This is an optimization exercise on Yosys and OpenROAD, whose aim is a short achievable clock period and few clock cycles, not a production implementation.
The RTL was checked by simulation tests, not by an equivalence proof against the original design.

==> flow/design.v <==
module cpu(
    input clk,
    input nrst,
    output halt,
    output bit1_cp2,
    output bit2_cp3,
    output [2:0] io_address,
    output [7:0] dataout,
    input skip_flag,
    input clearacc,
    input [7:0] datain,
    output [11:0] address,
    output [11:0] write_data,
    output write_enable,
    output mem_load,
    input [11:0] read_data,
    input mem_ready
);
reg s_fetch;    
reg s_ptr;      
reg s_oprd;     
reg s_write;    
reg s_iotf;     
reg s_halt;
reg p_none;
reg p_and;
reg p_tad;
reg p_clr;      
reg [11:0] pc;
reg [11:0] ir;
reg [11:0] ac;
reg l;
reg [11:0] md;
reg sk;
reg [11:0] addr_r;
reg [11:0] wd_r;
reg w_ac;
reg we_r;
reg ml_r;
reg [2:0] io_r;
assign address = addr_r;
assign write_data = ({12{w_ac}} & ac) | wd_r;
assign write_enable = we_r;
assign mem_load = ml_r;
assign halt = s_halt;
assign io_address = io_r;
assign dataout = ac[7:0];
assign bit1_cp2 = ir[1];
assign bit2_cp3 = ir[2];
wire cla = ir[7], cll = ir[6], cma = ir[5], cml = ir[4], iac = ir[0];
reg m_inc, m_neg, m_one;
wire [11:0] s1 = (ac & {12{~cla}}) ^ {12{cma}};
wire s1l = (l & ~cll) ^ cml;
wire [12:0] c;
assign c[0] = iac;
genvar gi;
generate
    for (gi = 1; gi <= 12; gi = gi + 1) begin : g_carry
        assign c[gi] = (m_inc & (&ac[gi-1:0])) | (m_neg & ~(|ac[gi-1:0])) | m_one;
    end
endgenerate
wire [12:0] s3 = {s1l, s1} ^ c;
reg q_none, q_rar, q_rtr, q_ral, q_rtl, q_bsw;
wire [12:0] g1 = ({13{q_none}} & s3)
               | ({13{q_rar}} & {s3[0], s3[12:1]})
               | ({13{q_rtr}} & {s3[1:0], s3[12:2]})
               | ({13{q_ral}} & {s3[11:0], s3[12]})
               | ({13{q_rtl}} & {s3[10:0], s3[12:11]})
               | ({13{q_bsw}} & {s3[12], s3[5:0], s3[11:6]});
wire [12:0] tad_sum = {l, ac} + {1'b0, md};
wire [11:0] ac_iot = clearacc ? {4'b0000, datain} : (ac | {4'b0000, datain});
wire [12:0] lac_v = ({13{p_none}} & {l, ac})
                  | ({13{p_and}} & {l, ac & md})
                  | ({13{p_tad}} & tad_sum)
                  | g1
                  | ({13{p_clr}} & {l, 12'd0})
                  | ({13{s_iotf}} & {l, ac_iot});
wire [11:0] ac_v = lac_v[11:0];
wire [11:0] pc1 = pc + 12'd1;
wire [11:0] a1 = addr_r + 12'd1;
reg t_sma, t_sza, t_snl, t_inv;
reg t_iot;
wire g2skip = ((t_sma & ac[11]) | (t_sza & ~(|ac)) | (t_snl & l)) ^ t_inv;
wire squash = (t_iot & skip_flag) | g2skip;
wire fetchc = s_fetch | s_iotf;
wire [11:0] I = read_data;
wire [2:0] op = I[11:9];
wire [11:0] ea = {I[7] ? addr_r[11:7] : 5'b00000, I[6:0]};
wire take = fetchc & mem_ready & ~squash;
always @(posedge clk) begin
    if (!nrst) begin
        l <= 1'b0;
        ac <= 12'd0;
    end else
        {l, ac} <= lac_v;
end
always @(posedge clk) begin
    if (!nrst)
        ir <= 12'd0;
    else if (take)
        ir <= I;
end
always @(posedge clk) begin
    if (!nrst) begin
        q_none <= 1'b0;
        q_rar <= 1'b0;
        q_rtr <= 1'b0;
        q_ral <= 1'b0;
        q_rtl <= 1'b0;
        q_bsw <= 1'b0;
        m_inc <= 1'b0;
        m_neg <= 1'b0;
        m_one <= 1'b0;
    end else begin
        q_none <= n_g1 & ((I[3:1] == 3'b000) | (I[3:1] == 3'b110) | (I[3:1] == 3'b111));
        q_rar <= n_g1 & (I[3:1] == 3'b100);
        q_rtr <= n_g1 & (I[3:1] == 3'b101);
        q_ral <= n_g1 & (I[3:1] == 3'b010);
        q_rtl <= n_g1 & (I[3:1] == 3'b011);
        q_bsw <= n_g1 & (I[3:1] == 3'b001);
        m_inc <= I[0] & ~I[7] & ~I[5];
        m_neg <= I[0] & ~I[7] & I[5];
        m_one <= I[0] & I[7] & I[5];
    end
end
always @(posedge clk)
    if (s_oprd) begin
        md <= read_data;
        sk <= &read_data;
    end
always @(posedge clk) begin
    if (fetchc)
        wd_r <= I[11] ? a1 : 12'd0;
    else if (s_ptr)
        wd_r <= ir[11] ? pc1 : 12'd0;
    else if (s_oprd)
        wd_r <= read_data + 12'd1;
end
always @(posedge clk) begin
    if (!nrst)
        io_r <= 3'd0;
    else if (take && op == 3'd6)
        io_r <= I[8:6];
    else
        io_r <= 3'd0;
end
always @(posedge clk) begin
    if (!nrst)
        pc <= 12'd0;
    else if (fetchc)
        pc <= addr_r;
end
always @(posedge clk) begin
    if (!nrst) begin
        addr_r <= 12'd0;
    end else if (fetchc) begin
        if (squash)
            addr_r <= a1;
        else if (mem_ready)
            addr_r <= (I[11] & I[10]) ? a1 : ea;
    end else if (s_ptr) begin
        if (mem_ready)
            addr_r <= read_data;
    end else if (s_oprd) begin
        if (mem_ready && !ir[10])
            addr_r <= pc1;
    end else if (s_write) begin
        if (mem_ready) begin
            if (ir[11])
                addr_r <= a1;                 
            else if (ir[10:9] == 2'b10 && sk)
                addr_r <= pc + 12'd2;         
            else
                addr_r <= pc1;
        end
    end
end
reg n_fetch, n_ptr, n_oprd, n_write, n_iotf, n_halt;
reg n_and, n_tad, n_g1, n_clr, n_g2, n_dca;
always @* begin
    n_fetch = 1'b0; n_ptr = 1'b0; n_oprd = 1'b0; n_write = 1'b0; n_iotf = 1'b0; n_halt = 1'b0;
    n_and = 1'b0; n_tad = 1'b0; n_g1 = 1'b0; n_clr = 1'b0; n_g2 = 1'b0; n_dca = 1'b0;
    if (fetchc) begin
        if (!take)
            n_fetch = 1'b1;
        else case (op)
        3'd0, 3'd1, 3'd2: begin
            n_ptr = I[8];
            n_oprd = ~I[8];
        end
        3'd3: begin
            n_ptr = I[8];
            n_write = ~I[8];
            n_dca = ~I[8];
        end
        3'd4: begin
            n_ptr = I[8];
            n_write = ~I[8];
        end
        3'd5: begin
            n_ptr = I[8];
            n_fetch = ~I[8];
        end
        3'd6: begin
            n_iotf = (I[8:6] != 3'd0);
            n_fetch = (I[8:6] == 3'd0);
        end
        default: begin
            if (!I[8]) begin
                n_fetch = 1'b1;
                n_g1 = 1'b1;
            end else if (!I[0]) begin
                n_g2 = 1'b1;
                n_clr = I[7];
                n_halt = I[1];
                n_fetch = ~I[1];
            end else
                n_fetch = 1'b1;
        end
        endcase
    end else if (s_ptr) begin
        if (!mem_ready)
            n_ptr = 1'b1;
        else case (ir[11:9])
        3'd3: begin
            n_write = 1'b1;
            n_dca = 1'b1;
        end
        3'd4: n_write = 1'b1;
        3'd5: n_fetch = 1'b1;
        default: n_oprd = 1'b1;
        endcase
    end else if (s_oprd) begin
        if (!mem_ready)
            n_oprd = 1'b1;
        else if (ir[10])
            n_write = 1'b1;    
        else begin
            n_fetch = 1'b1;
            n_tad = ir[9];
            n_and = ~ir[9];
        end
    end else if (s_write) begin
        n_write = ~mem_ready;
        n_dca = ~mem_ready & w_ac;
        n_clr = mem_ready & w_ac;
        n_fetch = mem_ready;
    end else
        n_halt = 1'b1;
end
always @(posedge clk) begin
    if (!nrst) begin
        s_fetch <= 1'b1;
        s_ptr <= 1'b0;
        s_oprd <= 1'b0;
        s_write <= 1'b0;
        s_iotf <= 1'b0;
        s_halt <= 1'b0;
        p_none <= 1'b1;
        p_and <= 1'b0;
        p_tad <= 1'b0;
        p_clr <= 1'b0;
        t_sma <= 1'b0;
        t_sza <= 1'b0;
        t_snl <= 1'b0;
        t_inv <= 1'b0;
        t_iot <= 1'b0;
        we_r <= 1'b0;
        w_ac <= 1'b0;
        ml_r <= 1'b1;
    end else begin
        s_fetch <= n_fetch;
        s_ptr <= n_ptr;
        s_oprd <= n_oprd;
        s_write <= n_write;
        s_iotf <= n_iotf;
        s_halt <= n_halt;
        p_and <= n_and;
        p_tad <= n_tad;
        p_clr <= n_clr;
        t_sma <= n_g2 & I[6];
        t_sza <= n_g2 & I[5];
        t_snl <= n_g2 & I[4];
        t_inv <= n_g2 & I[3];
        t_iot <= n_iotf & I[0];
        p_none <= ~(n_and | n_tad | n_g1 | n_clr | n_iotf);
        we_r <= n_write;
        w_ac <= n_dca;
        ml_r <= ~n_halt;
    end
end
endmodule
export LEC_CHECK = 0
export CAP_MARGIN = 20
export CORE_MARGIN = 2
export CORE_UTILIZATION = 40
export SETUP_SLACK_MARGIN = 4.0
export SLEW_MARGIN = 20
export TNS_END_PERCENT = 100
create_clock -name core_clock -period 6.5 [get_ports {clk}]
standard.sh (not shown) runs the stock make flow with config.mk's settings and CLKGATE_MAP_FILE= SYNTH_SCRIPT=/design/flow/synth_recipe.tcl, a recipe that flattens the netlist after the stock synthesis.
==> flow/flow/run.sh <==
#!/bin/bash
# Layout: the standard synthesis and layout, with two resizer settings
# changed: ports get a plain buf_6 instead of the smallest buffer (a slow
# delay cell in this library), and the resizer may swap cells across
# footprints (the platform's default ties each cell to its own footprint).
set -euo pipefail
bash standard.sh synth > synth.log 2>&1
bash standard.sh MATCH_CELL_FOOTPRINT=0 "BUFFER_PORTS_ARGS=-buffer_cell sky130_fd_sc_hd__buf_6" finish > layout.log 2>&1
Testbench counts at the start, summed over its fixed seeds: cycles 135,783.
Edit:
--- a/flow/design.v
+++ b/flow/design.v
@@ -75,19 +75,18 @@
                   | g1
                   | ({13{p_clr}} & {l, 12'd0})
                   | ({13{s_iotf}} & {l, ac_iot});
 wire [11:0] ac_v = lac_v[11:0];
 wire [11:0] pc1 = pc + 12'd1;
-wire [11:0] a1 = addr_r + 12'd1;
 reg t_sma, t_sza, t_snl, t_inv;
 reg t_iot;
 wire g2skip = ((t_sma & ac[11]) | (t_sza & ~(|ac)) | (t_snl & l)) ^ t_inv;
 wire squash = (t_iot & skip_flag) | g2skip;
 wire fetchc = s_fetch | s_iotf;
 wire [11:0] I = read_data;
 wire [2:0] op = I[11:9];
-wire [11:0] ea = {I[7] ? addr_r[11:7] : 5'b00000, I[6:0]};
+wire [11:0] ea = {I[7] ? pc[11:7] : 5'b00000, I[6:0]};
 wire take = fetchc & mem_ready & ~squash;
 always @(posedge clk) begin
     if (!nrst) begin
         l <= 1'b0;
         ac <= 12'd0;
@@ -128,11 +127,11 @@
         md <= read_data;
         sk <= &read_data;
     end
 always @(posedge clk) begin
     if (fetchc)
-        wd_r <= I[11] ? a1 : 12'd0;
+        wd_r <= I[11] ? pc1 : 12'd0;
     else if (s_ptr)
         wd_r <= ir[11] ? pc1 : 12'd0;
     else if (s_oprd)
         wd_r <= read_data + 12'd1;
 end
@@ -143,37 +142,47 @@
         io_r <= I[8:6];
     else
         io_r <= 3'd0;
 end
 always @(posedge clk) begin
-    if (!nrst)
-        pc <= 12'd0;
-    else if (fetchc)
-        pc <= addr_r;
-end
-always @(posedge clk) begin
     if (!nrst) begin
         addr_r <= 12'd0;
+        pc <= 12'd0;
     end else if (fetchc) begin
-        if (squash)
-            addr_r <= a1;
-        else if (mem_ready)
-            addr_r <= (I[11] & I[10]) ? a1 : ea;
+        if (squash) begin
+            addr_r <= pc1;
+            pc <= pc1;
+        end else if (mem_ready) begin
+            addr_r <= (I[11] & I[10]) ? pc1 : ea;
+            if (I[11] & I[10])
+                pc <= pc1;
+            else if (op == 3'd5 && !I[8])
+                pc <= ea;
+        end
     end else if (s_ptr) begin
-        if (mem_ready)
+        if (mem_ready) begin
             addr_r <= read_data;
+            if (ir[11:9] == 3'd5)
+                pc <= read_data;
+        end
     end else if (s_oprd) begin
-        if (mem_ready && !ir[10])
+        if (mem_ready && !ir[10]) begin
             addr_r <= pc1;
+            pc <= pc1;
+        end
     end else if (s_write) begin
         if (mem_ready) begin
-            if (ir[11])
-                addr_r <= a1;                 
-            else if (ir[10:9] == 2'b10 && sk)
-                addr_r <= pc + 12'd2;         
-            else
+            if (ir[11]) begin
+                addr_r <= addr_r + 12'd1;
+                pc <= addr_r + 12'd1;
+            end else if (ir[10:9] == 2'b10 && sk) begin
+                addr_r <= pc + 12'd2;
+                pc <= pc + 12'd2;
+            end else begin
                 addr_r <= pc1;
+                pc <= pc1;
+            end
         end
     end
 end
 reg n_fetch, n_ptr, n_oprd, n_write, n_iotf, n_halt;
 reg n_and, n_tad, n_g1, n_clr, n_g2, n_dca;
=>
- The new run finished clean
- worst hold slack is better by 26 ps
- worst setup slack is better by 99 ps
- synthesized area fell by a few percent
- wire length fell slightly
- non-clock buffer count fell by 25
Testbench counts after the change, summed over its fixed seeds: cycles 135,783.

[afterwards: timing with drivers on the ports]
Ports are ideal in the flow. The routed layouts listed here were re-timed in OpenROAD.
Step 1 assumes that a clkbuf_16 drives the clock port and a buf_2 every other input.
Step 2 adds t to the input delays and takes it off the output delays; t is the mean of the earliest and latest rising clock arrival at the registers after step 1. Input paths then give back, and output paths get back, about the clock's delay inside the block.
Slacks: no drivers / after step 1 / after step 2; pairs: no drivers / after step 1.
run | t, ns | slack for setup (ns) | clock arrival spread, ns
the first run | 0.399 | 3.907 / 3.911 / 3.514 | 0.006 / 0.006
the second run | 0.398 | 4.007 / 3.964 / 3.637 | 0.009 / 0.010
After both steps setup and hold are still met in every run listed. The setup slack of the first run, which loses most, moves by +0.004 ns with the drivers and by -0.393 ns with both steps.
